This design comes from an exercise in tuning for a short achievable clock period and few clock cycles on the open sky130 flow, not from production work.
At most, simulation tests tie the RTL to the original design; equivalence was not proved.

Setup of the previous run:
Design w450, start of the top module:
module w450(mem_wr_data, mem_wr_addr, mem_wr_en, mem_rd_data1, mem_rd_addr1,
	mem_rd_data2, mem_rd_addr2, reset, clk);
Size: ~24,000 µm² of cells after synthesis.
clock: 4.5 ns
lec_check: 0
abc_area: 1
cap_margin: 20
core_margin: 2
core_utilization: 40
place_density: 0.6
setup_slack_margin: 2.5
slew_margin: 20
run.sh (not shown) runs the stock make flow with config.mk's settings and CLKGATE_MAP_FILE= SYNTH_SCRIPT=/design/flow/synth_recipe.tcl, a recipe that flattens the netlist after the stock synthesis.
Changes in the current run relative to the previous run:
-- flow/design.v --
<<< the previous run, line 53
	reg [4:0]  c_s0, c_s1, c_s2, c_s3;   
	reg [7:0] a1;               
	reg [7:0] lpr;              
	reg [7:0] a1n;              
	reg [7:0] pc2, pc3, pc4;    
	reg [7:0] pc5, pc6;         
	reg [7:0] a2;               
	reg       v;                
>>> the current run, line 53
	reg [4:0]  c_s0, c_s1, c_s2, c_s3;   
	reg [7:0] a1;               
	reg [7:0] a1n;              
	reg [7:0] pc2, pc3, pc4;    
	reg [7:0] a2;               
	reg       v;                
<<< the previous run, line 168
	wire taken = c_isbr & cond;
	wire pt = c_isbr & bhit;                    
	wire [7:0] tgt  = pc2 + d1;
	wire [7:0] tgt1 = pc3 + d1;
	wire [7:0] tgt2 = pc4 + d1;
	wire       seq1 = ~v | c_nimm;                
	wire [7:0] nbs = seq1 ? d1 : d2;
>>> the current run, line 166
	wire taken = c_isbr & cond;
	wire pt = c_isbr & bhit;                    
	function [7:0] ksa;
		input [7:0] x, y;
		reg [7:0] g, p, gg, pp, g2, p2;
		integer i, k;
		begin
			g = x & y; p = x ^ y;
			gg = g; pp = p;
			for (k = 1; k < 8; k = k * 2) begin
				g2 = gg; p2 = pp;
				for (i = k; i < 8; i = i + 1) begin
					g2[i] = gg[i] | (pp[i] & gg[i-k]);
					p2[i] = pp[i] & pp[i-k];
				end
				gg = g2; pp = p2;
			end
			ksa = p ^ {gg[6:0], 1'b0};
		end
	endfunction
	wire [7:0] pc5 = pc4 + 8'd1;
	wire [7:0] pc6 = pc4 + 8'd2;
	wire [7:0] tgt  = ksa(pc2, d1);
	wire [7:0] tgt1 = ksa(pc3, d1);
	wire [7:0] tgt2 = ksa(pc4, d1);
	wire       seq1 = ~v | c_nimm;                
	wire [7:0] nbs = seq1 ? d1 : d2;
<<< the previous run, line 194
		({8{n_sb[2] & ~fwb}} & r2) | ({8{n_sb[3] & ~fwb}} & r3),
		sa_, sb_, sc_, x, ra);
	wire [7:0] tgt3 = pc5 + d1;
	wire [7:0] tgt4 = pc6 + d1;
	wire [7:0] pc2_n = !v ? a1i + 8'd2 : pt ? tgt2 : c_nimm ? pc3 : pc4;
	wire [7:0] pc3_n = !v ? a1i + 8'd3 : pt ? tgt3 : c_nimm ? pc4 : pc5;
	wire [7:0] pc4_n = !v ? a1i + 8'd4 : pt ? tgt4 : c_nimm ? pc5 : pc6;
	wire [7:0] pc5_n = !v ? a1i + 8'd5 : pt ? tgt4 + 8'd1 :
	                   c_nimm ? pc6 : pc6 + 8'd1;
	wire [7:0] pc6_n = !v ? a1i + 8'd6 : pt ? tgt4 + 8'd2 :
	                   c_nimm ? pc6 + 8'd1 : pc6 + 8'd2;
	wire [7:0] a2_n = pick(c_s0 & {5{~n_immop}},
		({8{n_immop}} & pc2_n) | ({8{~n_immop & ~wv[0]}} & r0),
>>> the current run, line 212
		({8{n_sb[2] & ~fwb}} & r2) | ({8{n_sb[3] & ~fwb}} & r3),
		sa_, sb_, sc_, x, ra);
	wire [7:0] tgt3 = ksa(pc5, d1);
	wire [7:0] tgt4 = ksa(pc6, d1);
	wire [7:0] pc2_n = !v ? a1i + 8'd2 : pt ? tgt2 : c_nimm ? pc3 : pc4;
	wire [7:0] pc3_n = !v ? a1i + 8'd3 : pt ? tgt3 : c_nimm ? pc4 : pc5;
	wire [7:0] pc4_n = !v ? a1i + 8'd4 : pt ? tgt4 : c_nimm ? pc5 : pc6;
	wire [7:0] a2_n = pick(c_s0 & {5{~n_immop}},
		({8{n_immop}} & pc2_n) | ({8{~n_immop & ~wv[0]}} & r0),
<<< the previous run, line 225
		end
	endgenerate
	wire lhit = !v ? lk(lpr, bt_v, btt) : c_nimm ? lk(pc2, bt_v, btt) :
	            lk(pc3, bt_v, btt);
	wire [7:0] lop = !v ? bto[8*lpr[BI-1:0] +: 8] :
	                 c_nimm ? bto[8*pc2[BI-1:0] +: 8] : bto[8*pc3[BI-1:0] +: 8];
	always @(posedge clk or posedge reset) begin
		if (reset) begin
			a1 <= 8'h00;
			a1n <= 8'hff;
			lpr <= 8'h01;
			v <= 1'b0;
			wen <= 1'b0;
>>> the current run, line 239
		end
	endgenerate
	wire lhit = (!v | c_nimm) ? lk(a1i, bt_v, btt) : lk(pc2, bt_v, btt);
	wire [7:0] lop = (!v | c_nimm) ? bto[8*a1i[BI-1:0] +: 8] :
	                 bto[8*pc2[BI-1:0] +: 8];
	always @(posedge clk or posedge reset) begin
		if (reset) begin
			a1 <= 8'h00;
			a1n <= 8'hff;
			v <= 1'b0;
			wen <= 1'b0;
<<< the previous run, line 255
			a1 <= a1_n;
			a1n <= ~a1_n;
			lpr <= taken ? tgt1 : pc3;
			bhit <= lhit & ~pt;
			fill <= taken & ~bhit;
>>> the current run, line 267
			a1 <= a1_n;
			a1n <= ~a1_n;
			bhit <= lhit & ~pt;
			fill <= taken & ~bhit;
<<< the previous run, line 272
		pc3 <= pc3_n;
		pc4 <= pc4_n;
		pc5 <= pc5_n;
		pc6 <= pc6_n;
		a2 <= a2_n;
		btop <= lop;
		if (v & c_isbr) bpc <= a1i;
		if (!v & fill) begin
			bt_tag[bpc[BI-1:0]] <= bpc[7:BI];
>>> the current run, line 283
		pc3 <= pc3_n;
		pc4 <= pc4_n;
		a2 <= a2_n;
		btop <= lop;
		if (v & c_isbr) bpc <= pc2 - 8'd2;
		if (!v & fill) begin
			bt_tag[bpc[BI-1:0]] <= bpc[7:BI];
--- outcome ---
Total length of routed met3 wires ends up higher on the previous run.
Of the current run and the previous run, the higher required time of the worst setup path belongs to the previous run.
Between the current run and the previous run, it is the current run whose number of antenna violations at the first check in global routing is higher, by 1.
Of the current run and the previous run, the lower total via count after detailed routing belongs to the current run.
The current run reached the final stage; the timing, design-rule and antenna checks on its layout passed.
The current run against the previous run: synthesized cell count lost 13%, synthesis-to-finish area growth lost 1.2 points.
Cmp the current run and the previous run / sequential cell count / lower: the current run
Testbench counts of the current run, summed over its fixed seeds: cycles 21,021.
Only the layout flow was run in the previous run; the RTL was not checked for function there.

-- afterwards: timing with drivers on the ports --
No port has a modelled driver above. Below, the same layouts with a new extraction and two added sets of constraints. Step 1, drivers: a clkbuf_16 drives clk and a buf_2 each remaining input, both assumed. Step 2 times the ports against the registers' clock, not the clock port: input delays grow and output delays shrink by t, the midpoint of the rising clock arrivals with the driver on. Three values: ideal, step 1, step 2; two values: the first two.
| run | shift t [ns] | setup slack, ns | hold slack, ns | worst setup path at the end |
|---|---|---|---|---|
| the previous run | 0.685 | 2.139 / 2.139 / 1.490 | 0.363 / 0.363 / 0.363 | input to register |
| the current run | 0.651 | 2.151 / 2.036 / 1.385 | 0.354 / 0.354 / 0.354 | input to register |
After both steps setup and hold are still met in every run listed. The setup slack of the current run, which loses most, moves by -0.115 ns with the drivers and by -0.766 ns with both steps.
